This design comes from an exercise in tuning for small area on the open sky130 flow, not from production work.
RTL that was checked went through simulation tests only; none was proved equivalent to the original.
Power is estimated from default activity; no workload was simulated. The clock port is modelled as an ideal driver; clocking choices that lean on that would not hold on a real chip.

Setup of before:
==> module chip8, before the edit <==
module chip8 (
    input clk,
    input rst,
    output [11:0] mem_addr,
    input [7:0] mem_rdata,
    output uart_tx
);
    localparam S_F0 = 5'd0;      
    localparam S_F1 = 5'd1;      
    localparam S_EX = 5'd2;      
    localparam S_VW = 5'd3;      
    localparam S_VOP = 5'd4;     
    localparam S_DXW = 5'd5;     
    localparam S_DXL = 5'd6;     
    localparam S_DYW = 5'd7;     
    localparam S_DYL = 5'd8;     
    localparam S_RW = 5'd9;      
    localparam S_ROT = 5'd10;    
    localparam S_VFW = 5'd11;    
    localparam S_VFL = 5'd12;    
    localparam S_AA = 5'd13;     
    localparam S_BW = 5'd14;     
    localparam S_CAP = 5'd15;    
    localparam S_RDY = 5'd16;    
    localparam S_55 = 5'd17;     
    localparam S_ZW = 5'd18;     
    localparam S_ZROT = 5'd19;   
    localparam C_D = 2'd0;
    localparam C_AA = 2'd1;
    localparam C_55 = 2'd2;
    localparam C_EC = 2'd3;
    reg [4:0] state;
    reg [11:0] PC;
    reg [11:0] I;
    reg [7:0] hi;
    reg [5:0] x;
    reg [4:0] y;
    reg cf;          
    reg [3:0] t16;
    reg [7:0] kreg;
    wire [2:0] j = t16[2:0];
    wire [7:0] knext = kreg + 8'd61;
    wire slot_end = (j == 3'd7);
    reg [2047:0] scr;
    reg [127:0] vr;
    wire shead = scr[0];
    wire vhead = vr[0];
    wire [3:0] op = hi[7:4];
    wire [3:0] X = hi[3:0];
    wire [3:0] Y = mem_rdata[7:4];
    wire [5:0] dr = {1'b0, kreg[7:3]} - {1'b0, y};
    wire [6:0] dc = {1'b0, kreg[2:0], j} - {1'b0, x};
    wire inrow = !dr[5] && (dr[4:0] < {1'b0, X});    
    wire incol = !dc[6] && (dc[5:3] == 3'd0);
    wire [7:0] kn1 = slot_end ? knext : kreg;
    wire [3:0] ra = kn1[6:3] - y[3:0];
    wire rot = (state == S_RW) || (state == S_ROT);
    wire zero = (state == S_ZW) || (state == S_ZROT);
    assign mem_addr = rot ? (I + {8'd0, ra}) : PC;
    wire [2:0] bsel = (state == S_ROT) ? ~dc[2:0] : j;
    wire rbit = mem_rdata[bsel];
    wire draw = (state == S_ROT) && op[3];
    wire sbit = draw && inrow && incol && rbit;
    wire clear = ((state == S_ROT) && !op[3]) || (state == S_ZROT);
    wire snew = !clear && (shead ^ sbit);
    wire vop = (state == S_VOP);
    wire cin = cf && (j != 3'd0);
    wire vsum = op[0] ? (vhead ^ rbit ^ cin) : rbit;   
    wire vnew = zero ? 1'b0 :
                vop ? vsum :
                (state == S_VFL) ? (cf && (j == 3'd0)) :
                vhead;
    wire [3:0] want = (state == S_DYW) ? Y : (state == S_VFW) ? 4'hF : X;
    wire hit = slot_end && (knext[3:0] == want);
    wire hit0 = slot_end && (knext == 8'd0);
    wire [7:0] sendk = {y, x[2:0]};
    wire special = (hi == 8'hAA) || (hi == 8'h55) || (hi == 8'hEC);
    wire ready, dshift, esc;
    wire go = ready && ((state == S_AA) || (state == S_RDY) || (state == S_55));
    wire [1:0] gch = (state == S_AA) ? C_AA :
                     (state == S_55) ? C_55 :
                     (special && !esc) ? C_EC : C_D;
    Display display (
        .clk(clk),
        .rst(rst),
        .uart_tx(uart_tx),
        .t16(t16),
        .go(go),
        .gch(gch),
        .d0(hi[0]),
        .ready(ready),
        .dshift(dshift),
        .esc(esc)
    );
    always @(posedge clk) begin
        scr <= {snew, scr[2047:1]};
        vr <= {vnew, vr[127:1]};
    end
    always @(posedge clk) begin
        t16 <= t16 + 1;
        if (slot_end) kreg <= knext;
        if (state == S_CAP || dshift) hi <= {shead, hi[7:1]};
        if (rst) begin
            state <= S_ZW;
            PC <= 12'h200;
            I <= 0;
        end else begin
            if (vop) cf <= (vhead & rbit) | (vhead & cin) | (rbit & cin);
            if (sbit && shead) cf <= 1;
            case (state)
                S_F0: begin
                    PC <= PC + 1;
                    state <= S_F1;
                end
                S_F1: begin
                    hi <= mem_rdata;
                    state <= S_EX;
                end
                S_EX: begin
                    state <= S_F0;
                    case (op)
                        4'h0: begin
                            PC <= PC + 1;
                            state <= (mem_rdata[3:0] == 0) ? S_RW : S_AA;
                        end
                        4'h1: PC <= {X, mem_rdata};
                        4'h6, 4'h7: state <= S_VW;
                        4'hA: begin
                            I <= {X, mem_rdata};
                            PC <= PC + 1;
                        end
                        4'hD: state <= S_DXW;
                        default: PC <= PC + 1;
                    endcase
                end
                S_VW: if (hit) state <= S_VOP;
                S_VOP: if (slot_end) begin
                    PC <= PC + 1;
                    state <= S_F0;
                end
                S_DXW: if (hit) state <= S_DXL;
                S_DXL: begin
                    if (j < 6) x <= {vhead, x[5:1]};
                    if (slot_end) state <= S_DYW;
                end
                S_DYW: if (hit) state <= S_DYL;
                S_DYL: begin
                    if (j < 5) y <= {vhead, y[4:1]};
                    if (slot_end) begin
                        PC <= PC + 1;
                        hi[3:0] <= mem_rdata[3:0];   
                        cf <= 0;
                        state <= S_RW;
                    end
                end
                S_RW: if (hit0) state <= S_ROT;
                S_ROT: if (hit0) state <= op[3] ? S_VFW : S_AA;
                S_ZW: if (hit0) state <= S_ZROT;
                S_ZROT: if (hit0) state <= S_F0;
                S_VFW: if (hit) state <= S_VFL;
                S_VFL: if (slot_end) state <= S_AA;
                S_AA: begin
                    x[2:0] <= 0;
                    y <= 0;
                    if (go) state <= S_BW;
                end
                S_BW: if (slot_end && knext == sendk) state <= S_CAP;
                S_CAP: if (slot_end) state <= S_RDY;
                S_RDY: if (go && gch == C_D) begin
                    {y, x[2:0]} <= sendk + 1;
                    state <= (sendk == 8'd255) ? S_55 : S_BW;
                end
                S_55: if (go) state <= S_F0;
                default: state <= S_F0;
            endcase
        end
    end
endmodule
==> flow/config.mk <==
export PLATFORM = sky130hd
export DESIGN_NAME = chip8
export DESIGN_NICKNAME = chip8
export VERILOG_FILES = /design/flow/design.v
export SDC_FILE = /design/flow/constraint.sdc
export NUM_CORES = 4
export LEC_CHECK = 0
export CAP_MARGIN = 20
export CORE_MARGIN = 2
export CORE_UTILIZATION = 65
export SLEW_MARGIN = 20
==> flow/constraint.sdc <==
create_clock -name core_clock -period 10.0 [get_ports {clk}]
set_input_delay 2.0000 -clock core_clock [delete_from_list [all_inputs] [get_ports {clk}]]
set_output_delay 2.0000 -clock core_clock [all_outputs]
set_load 0.01 [all_outputs]
standard.sh (not shown) runs the stock make flow with config.mk's settings and CLKGATE_MAP_FILE= SYNTH_SCRIPT=/design/flow/synth_recipe.tcl, a recipe that flattens the netlist after the stock synthesis.
==> flow/flow/run.sh <==
#!/bin/bash
# Standard layout with two changes: port buffers use the smallest buffer cell,
# and clock tree synthesis builds larger leaf clusters of clkbuf_16 without
# dummy loads.
set -euo pipefail
export BUFFER_PORTS_ARGS="-buffer_cell sky130_fd_sc_hd__buf_1"
export CTS_ARGS="-sink_clustering_enable -repair_clock_nets -buf_list sky130_fd_sc_hd__clkbuf_16 -sink_clustering_size 32 -sink_clustering_max_diameter 100 -dont_use_dummy_load"
bash standard.sh > standard.log 2>&1
The inputs of after differ from those of before as listed below.
-- flow/design.v --
<<< before, line 64
    localparam S_RDY = 5'd16;    
    localparam S_55 = 5'd17;     
    localparam S_ZW = 5'd18;     
    localparam S_ZROT = 5'd19;   
    localparam C_D = 2'd0;
    localparam C_AA = 2'd1;
>>> after, line 64
    localparam S_RDY = 5'd16;    
    localparam S_55 = 5'd17;     
    localparam C_D = 2'd0;
    localparam C_AA = 2'd1;
<<< before, line 77
    reg [4:0] y;
    reg cf;          
    reg [3:0] t16;
    reg [7:0] kreg;
>>> after, line 75
    reg [4:0] y;
    reg cf;          
    reg vclr;
    reg [3:0] t16;
    reg [7:0] kreg;
<<< before, line 96
    wire [3:0] ra = kn1[6:3] - y[3:0];
    wire rot = (state == S_RW) || (state == S_ROT);
    wire zero = (state == S_ZW) || (state == S_ZROT);
    assign mem_addr = rot ? (I + {8'd0, ra}) : PC;
    wire [2:0] bsel = (state == S_ROT) ? ~dc[2:0] : j;
    wire rbit = mem_rdata[bsel];
    wire draw = (state == S_ROT) && op[3];
    wire sbit = draw && inrow && incol && rbit;
    wire clear = ((state == S_ROT) && !op[3]) || (state == S_ZROT);
    wire snew = !clear && (shead ^ sbit);
    wire vop = (state == S_VOP);
    wire cin = cf && (j != 3'd0);
    wire vsum = op[0] ? (vhead ^ rbit ^ cin) : rbit;   
    wire vnew = zero ? 1'b0 :
                vop ? vsum :
                (state == S_VFL) ? (cf && (j == 3'd0)) :
>>> after, line 95
    wire [3:0] ra = kn1[6:3] - y[3:0];
    wire rot = (state == S_RW) || (state == S_ROT);
    assign mem_addr = rot ? (I + {8'd0, ra}) : PC;
    wire [2:0] bsel = (state == S_ROT) ? ~dc[2:0] : j;
    wire rbit = mem_rdata[bsel];
    wire draw = (state == S_ROT) && op[3] && !vclr;
    wire sbit = draw && inrow && incol && rbit;
    wire clear = (state == S_ROT) && (!op[3] || vclr);
    wire snew = !clear && (shead ^ sbit);
    wire vop = (state == S_VOP);
    wire cin = cf && (j != 3'd0);
    wire vsum = op[0] ? (vhead ^ rbit ^ cin) : rbit;   
    wire vnew = vclr ? 1'b0 :
                vop ? vsum :
                (state == S_VFL) ? (cf && (j == 3'd0)) :
<<< before, line 142
        if (state == S_CAP || dshift) hi <= {shead, hi[7:1]};
        if (rst) begin
            state <= S_ZW;
            PC <= 12'h200;
            I <= 0;
>>> after, line 140
        if (state == S_CAP || dshift) hi <= {shead, hi[7:1]};
        if (rst) begin
            state <= S_RW;
            vclr <= 1;
            PC <= 12'h200;
            I <= 0;
<<< before, line 195
                end
                S_RW: if (hit0) state <= S_ROT;
                S_ROT: if (hit0) state <= op[3] ? S_VFW : S_AA;
                S_ZW: if (hit0) state <= S_ZROT;
                S_ZROT: if (hit0) state <= S_F0;
                S_VFW: if (hit) state <= S_VFL;
                S_VFL: if (slot_end) state <= S_AA;
>>> after, line 194
                end
                S_RW: if (hit0) state <= S_ROT;
                S_ROT: if (hit0) begin
                    vclr <= 0;
                    state <= vclr ? S_F0 : op[3] ? S_VFW : S_AA;
                end
                S_VFW: if (hit) state <= S_VFL;
                S_VFL: if (slot_end) state <= S_AA;
==> comparison <==
From before to after the numbers moved as follows: worst hold slack has increased, utilization ~0 delta. before -> after: final non-filler cell area flat. before → after: sequential area share after synthesis essentially unchanged, fraction of final layout cells with drive strength greater than 1 essentially unchanged, share of synthesized area spent on multiplexers increased 0.37 points, total power increased 0.48%, synthesized area essentially unchanged. Summary of after over before: post-CTS clock slew at the launch and capture registers of the worst setup and hold paths saw a decrease; highest ir drop seen on vdd saw an increase.
For after, only the layout was checked, not whether the RTL still works.

==> re-timing with driven ports <==
The flow's constraints put no driver on any port. The routed layouts listed below were extracted and timed again, unchanged, in two steps. Step 1 assumes that a clkbuf_16 drives the clock port and a buf_2 every other input. Step 2 times the ports against the registers' clock, not the clock port: input delays grow and output delays shrink by t, the midpoint of the rising clock arrivals with the driver on. Slacks: ideal / step 1 / step 2; pairs: ideal / step 1.
| run | t, ns | slack for setup (ns) | latest minus earliest clock arrival (ns) | worst register clock-pin slew, ns |
|---|---|---|---|---|
| before | 0.685 | 3.053 / 2.988 / 3.673 | 0.107 / 0.107 | 0.12 / 0.12 |
| after | 0.675 | 2.713 / 2.652 / 3.327 | 0.102 / 0.102 | 0.11 / 0.11 |
After both steps setup and hold are still met in every run listed.
